Context: an optimization exercise on an open-source flow, tuned for small area and a short achievable clock period. The choices shown serve that exercise and are no tape-out recipe. Only simulation tests tie the RTL to the original design; equivalence was not proved. Power figures rest on the tool's default switching activity, not on a simulated workload.

==> flow/design.v <==
module sync_fifo #(parameter depth=64,parameter n=8,parameter addr_n=6)(input [n-1:0]din,input clk,rst,w_en,r_en,output reg [n-1:0]dout,output full,empty);
  localparam LO = 9;
  localparam HI = 7;
  localparam NC = 1;
  localparam BPC = n/NC;
  reg [n-1:0] mem [0:LO*HI-1];
  reg [LO-1:0] wlo;
  reg [HI-1:0] whi;
  reg [HI-1:0] rhi;
  reg [LO-1:0] rlo [0:NC-1];
  reg [addr_n-1:0] cnt;
  reg e_r, f_r;
  assign empty = e_r;
  assign full  = f_r;
  wire wr = w_en & ~f_r;
  wire rd = r_en & ~e_r;
  integer i, j, k;
  always @(posedge clk) begin
    for (i = 0; i < HI; i = i + 1)
      for (j = 0; j < LO; j = j + 1)
        if (wr & whi[i] & wlo[j])
          mem[i*LO+j] <= din;
  end
  reg [n-1:0] rdata;
  reg [n-1:0] row;
  reg [n-1:0] csel;
  always @* begin
    rdata = {n{1'b0}};
    for (i = 0; i < HI; i = i + 1) begin
      row = {n{1'b0}};
      for (j = 0; j < LO; j = j + 1) begin
        for (k = 0; k < n; k = k + 1)
          csel[k] = rlo[k/BPC][j];
        row = row | (mem[i*LO+j] & csel);
      end
      rdata = rdata | (row & {n{rhi[i]}});
    end
  end
  wire [addr_n-1:0] cnt_up = cnt + 1'b1;
  wire [addr_n-1:0] cnt_dn = cnt - 1'b1;
  wire cnt_is1  = (cnt == 6'd1);
  wire cnt_is62 = (cnt == 6'd62);
  always @(posedge clk) begin
    if (rst) begin
      wlo <= 1; whi <= 1; rhi <= 1;
      for (k = 0; k < NC; k = k + 1) rlo[k] <= 1;
      cnt <= 0; e_r <= 1'b1; f_r <= 1'b0;
      dout <= 0;
    end else begin
      if (wr) begin
        wlo <= {wlo[LO-2:0], wlo[LO-1]};
        if (wlo[LO-1]) whi <= {whi[HI-2:0], whi[HI-1]};
      end
      if (rd) begin
        dout <= rdata;
        for (k = 0; k < NC; k = k + 1) rlo[k] <= {rlo[k][LO-2:0], rlo[k][LO-1]};
        if (rlo[0][LO-1]) rhi <= {rhi[HI-2:0], rhi[HI-1]};
      end
      if (wr & ~rd) begin
        cnt <= cnt_up;
        e_r <= 1'b0;
        f_r <= cnt_is62;
      end else if (rd & ~wr) begin
        cnt <= cnt_dn;
        f_r <= 1'b0;
        e_r <= cnt_is1;
      end
    end
  end
endmodule
==> flow/config.mk <==
export PLATFORM = sky130hd
export DESIGN_NAME = sync_fifo
export DESIGN_NICKNAME = sync_fifo
export VERILOG_FILES = /design/flow/design.v
export SDC_FILE = /design/flow/constraint.sdc
export NUM_CORES = 4
export LEC_CHECK = 0
export CAP_MARGIN = 20
export CORE_MARGIN = 2
export CORE_UTILIZATION = 60
export SETUP_SLACK_MARGIN = 2.2
export SLEW_MARGIN = 20
export TNS_END_PERCENT = 20
==> flow/constraint.sdc <==
create_clock -name core_clock -period 4.0 [get_ports {clk}]
set_input_delay 0.8000 -clock core_clock [delete_from_list [all_inputs] [get_ports {clk}]]
set_output_delay 0.8000 -clock core_clock [all_outputs]
set_load 0.01 [all_outputs]
standard.sh (not shown) runs the stock make flow with config.mk's settings and CLKGATE_MAP_FILE= SYNTH_SCRIPT=/design/flow/synth_recipe.tcl, a recipe that flattens the netlist after the stock synthesis.
==> flow/flow/run.sh <==
#!/bin/bash
# Standard ORFS layout (the standard.sh) with three changes:
#  - ports are buffered with buf_4 instead of the delay cell buffer_ports picks by default;
#  - CTS uses larger sink clusters and no dummy loads;
#  - a222oi_1 (only one, weak drive strength) is kept out of mapping; the platform's
#    own don't-use list is repeated since this setting replaces it.
set -euo pipefail
bash standard.sh \
  "BUFFER_PORTS_ARGS=-buffer_cell sky130_fd_sc_hd__buf_4" \
  "CTS_ARGS=-sink_clustering_enable -repair_clock_nets -sink_clustering_size 28 -sink_clustering_max_diameter 100 -dont_use_dummy_load" \
  "DONT_USE_CELLS=sky130_fd_sc_hd__probe_p_8 sky130_fd_sc_hd__probec_p_8 sky130_fd_sc_hd__lpflow_bleeder_1 sky130_fd_sc_hd__lpflow_clkbufkapwr_1 sky130_fd_sc_hd__lpflow_clkbufkapwr_16 sky130_fd_sc_hd__lpflow_clkbufkapwr_2 sky130_fd_sc_hd__lpflow_clkbufkapwr_4 sky130_fd_sc_hd__lpflow_clkbufkapwr_8 sky130_fd_sc_hd__lpflow_clkinvkapwr_1 sky130_fd_sc_hd__lpflow_clkinvkapwr_16 sky130_fd_sc_hd__lpflow_clkinvkapwr_2 sky130_fd_sc_hd__lpflow_clkinvkapwr_4 sky130_fd_sc_hd__lpflow_clkinvkapwr_8 sky130_fd_sc_hd__lpflow_decapkapwr_12 sky130_fd_sc_hd__lpflow_decapkapwr_3 sky130_fd_sc_hd__lpflow_decapkapwr_4 sky130_fd_sc_hd__lpflow_decapkapwr_6 sky130_fd_sc_hd__lpflow_decapkapwr_8 sky130_fd_sc_hd__lpflow_inputiso0n_1 sky130_fd_sc_hd__lpflow_inputiso0p_1 sky130_fd_sc_hd__lpflow_inputiso1n_1 sky130_fd_sc_hd__lpflow_inputiso1p_1 sky130_fd_sc_hd__lpflow_inputisolatch_1 sky130_fd_sc_hd__lpflow_isobufsrc_1 sky130_fd_sc_hd__lpflow_isobufsrc_16 sky130_fd_sc_hd__lpflow_isobufsrc_2 sky130_fd_sc_hd__lpflow_isobufsrc_4 sky130_fd_sc_hd__lpflow_isobufsrc_8 sky130_fd_sc_hd__lpflow_isobufsrckapwr_16 sky130_fd_sc_hd__lpflow_lsbuf_lh_hl_isowell_tap_1 sky130_fd_sc_hd__lpflow_lsbuf_lh_hl_isowell_tap_2 sky130_fd_sc_hd__lpflow_lsbuf_lh_hl_isowell_tap_4 sky130_fd_sc_hd__lpflow_lsbuf_lh_isowell_4 sky130_fd_sc_hd__lpflow_lsbuf_lh_isowell_tap_1 sky130_fd_sc_hd__lpflow_lsbuf_lh_isowell_tap_2 sky130_fd_sc_hd__lpflow_lsbuf_lh_isowell_tap_4 sky130_fd_sc_hd__a222oi_1" \
  finish > standard.log 2>&1
Change:
--- a/flow/flow/run.sh
+++ b/flow/flow/run.sh
@@ -9,4 +9,5 @@
   "BUFFER_PORTS_ARGS=-buffer_cell sky130_fd_sc_hd__buf_4" \
-  "CTS_ARGS=-sink_clustering_enable -repair_clock_nets -sink_clustering_size 28 -sink_clustering_max_diameter 100 -dont_use_dummy_load" \
+  "CTS_ARGS=-sink_clustering_enable -repair_clock_nets -sink_clustering_size 25 -sink_clustering_max_diameter 100 -dont_use_dummy_load" \
   "DONT_USE_CELLS=sky130_fd_sc_hd__probe_p_8 sky130_fd_sc_hd__probec_p_8 sky130_fd_sc_hd__lpflow_bleeder_1 sky130_fd_sc_hd__lpflow_clkbufkapwr_1 sky130_fd_sc_hd__lpflow_clkbufkapwr_16 sky130_fd_sc_hd__lpflow_clkbufkapwr_2 sky130_fd_sc_hd__lpflow_clkbufkapwr_4 sky130_fd_sc_hd__lpflow_clkbufkapwr_8 sky130_fd_sc_hd__lpflow_clkinvkapwr_1 sky130_fd_sc_hd__lpflow_clkinvkapwr_16 sky130_fd_sc_hd__lpflow_clkinvkapwr_2 sky130_fd_sc_hd__lpflow_clkinvkapwr_4 sky130_fd_sc_hd__lpflow_clkinvkapwr_8 sky130_fd_sc_hd__lpflow_decapkapwr_12 sky130_fd_sc_hd__lpflow_decapkapwr_3 sky130_fd_sc_hd__lpflow_decapkapwr_4 sky130_fd_sc_hd__lpflow_decapkapwr_6 sky130_fd_sc_hd__lpflow_decapkapwr_8 sky130_fd_sc_hd__lpflow_inputiso0n_1 sky130_fd_sc_hd__lpflow_inputiso0p_1 sky130_fd_sc_hd__lpflow_inputiso1n_1 sky130_fd_sc_hd__lpflow_inputiso1p_1 sky130_fd_sc_hd__lpflow_inputisolatch_1 sky130_fd_sc_hd__lpflow_isobufsrc_1 sky130_fd_sc_hd__lpflow_isobufsrc_16 sky130_fd_sc_hd__lpflow_isobufsrc_2 sky130_fd_sc_hd__lpflow_isobufsrc_4 sky130_fd_sc_hd__lpflow_isobufsrc_8 sky130_fd_sc_hd__lpflow_isobufsrckapwr_16 sky130_fd_sc_hd__lpflow_lsbuf_lh_hl_isowell_tap_1 sky130_fd_sc_hd__lpflow_lsbuf_lh_hl_isowell_tap_2 sky130_fd_sc_hd__lpflow_lsbuf_lh_hl_isowell_tap_4 sky130_fd_sc_hd__lpflow_lsbuf_lh_isowell_4 sky130_fd_sc_hd__lpflow_lsbuf_lh_isowell_tap_1 sky130_fd_sc_hd__lpflow_lsbuf_lh_isowell_tap_2 sky130_fd_sc_hd__lpflow_lsbuf_lh_isowell_tap_4 sky130_fd_sc_hd__a222oi_1" \
+  SKIP_INCREMENTAL_REPAIR=1 \
   finish > standard.log 2>&1
Total power rises by 0.82%; core utilization falls by 0.84 points; routed wire length falls by 1.6%; maximum frequency falls by 1.2%; clock skew rises by 0.032 ns; design area falls by 1.2%; via count falls by 0.53%.
Change:
--- a/flow/flow/run.sh
+++ b/flow/flow/run.sh
@@ -11,3 +11,2 @@
   "DONT_USE_CELLS=sky130_fd_sc_hd__probe_p_8 sky130_fd_sc_hd__probec_p_8 sky130_fd_sc_hd__lpflow_bleeder_1 sky130_fd_sc_hd__lpflow_clkbufkapwr_1 sky130_fd_sc_hd__lpflow_clkbufkapwr_16 sky130_fd_sc_hd__lpflow_clkbufkapwr_2 sky130_fd_sc_hd__lpflow_clkbufkapwr_4 sky130_fd_sc_hd__lpflow_clkbufkapwr_8 sky130_fd_sc_hd__lpflow_clkinvkapwr_1 sky130_fd_sc_hd__lpflow_clkinvkapwr_16 sky130_fd_sc_hd__lpflow_clkinvkapwr_2 sky130_fd_sc_hd__lpflow_clkinvkapwr_4 sky130_fd_sc_hd__lpflow_clkinvkapwr_8 sky130_fd_sc_hd__lpflow_decapkapwr_12 sky130_fd_sc_hd__lpflow_decapkapwr_3 sky130_fd_sc_hd__lpflow_decapkapwr_4 sky130_fd_sc_hd__lpflow_decapkapwr_6 sky130_fd_sc_hd__lpflow_decapkapwr_8 sky130_fd_sc_hd__lpflow_inputiso0n_1 sky130_fd_sc_hd__lpflow_inputiso0p_1 sky130_fd_sc_hd__lpflow_inputiso1n_1 sky130_fd_sc_hd__lpflow_inputiso1p_1 sky130_fd_sc_hd__lpflow_inputisolatch_1 sky130_fd_sc_hd__lpflow_isobufsrc_1 sky130_fd_sc_hd__lpflow_isobufsrc_16 sky130_fd_sc_hd__lpflow_isobufsrc_2 sky130_fd_sc_hd__lpflow_isobufsrc_4 sky130_fd_sc_hd__lpflow_isobufsrc_8 sky130_fd_sc_hd__lpflow_isobufsrckapwr_16 sky130_fd_sc_hd__lpflow_lsbuf_lh_hl_isowell_tap_1 sky130_fd_sc_hd__lpflow_lsbuf_lh_hl_isowell_tap_2 sky130_fd_sc_hd__lpflow_lsbuf_lh_hl_isowell_tap_4 sky130_fd_sc_hd__lpflow_lsbuf_lh_isowell_4 sky130_fd_sc_hd__lpflow_lsbuf_lh_isowell_tap_1 sky130_fd_sc_hd__lpflow_lsbuf_lh_isowell_tap_2 sky130_fd_sc_hd__lpflow_lsbuf_lh_isowell_tap_4 sky130_fd_sc_hd__a222oi_1" \
-  SKIP_INCREMENTAL_REPAIR=1 \
   finish > standard.log 2>&1
Sequential share of layout area decreases by 0.92 points. Global-route usage does not change. Cell area came out higher by about 1.4%. Synthesized cell count is unchanged. Area after synthesis is unchanged. Count of clock-buffer cells in the layout does not change.

==> what the ideal ports hide <==
Ports are ideal in the flow. The routed layouts listed here were re-timed in OpenROAD. Step 1: set_driving_cell puts a clkbuf_16 on clk and a buf_2 on each other input, an assumption about the parent block. Step 2 moves the port delays by t, midway between the first and last clock arrival at a register: inputs arrive t later, outputs are due t later. That takes back most of the time a late clock gives input paths. a / b / c = ideal / step 1 / step 2; a / b = the first two.
| run | shift t [ns] | setup slack, ns | slew at the worst register clock pin (ns) |
|---|---|---|---|
| the first run | 0.609 | 2.122 / 2.068 / 1.669 | 0.11 / 0.11 |
| the second run | 0.591 | 2.099 / 2.082 / 1.665 | 0.10 / 0.10 |
| the third run | 0.589 | 2.136 / 2.083 / 1.658 | 0.10 / 0.10 |
After both steps setup and hold are still met in every run listed. For the third run, which loses most, drivers alone change the setup slack by -0.053 ns; drivers and shift together by -0.478 ns.
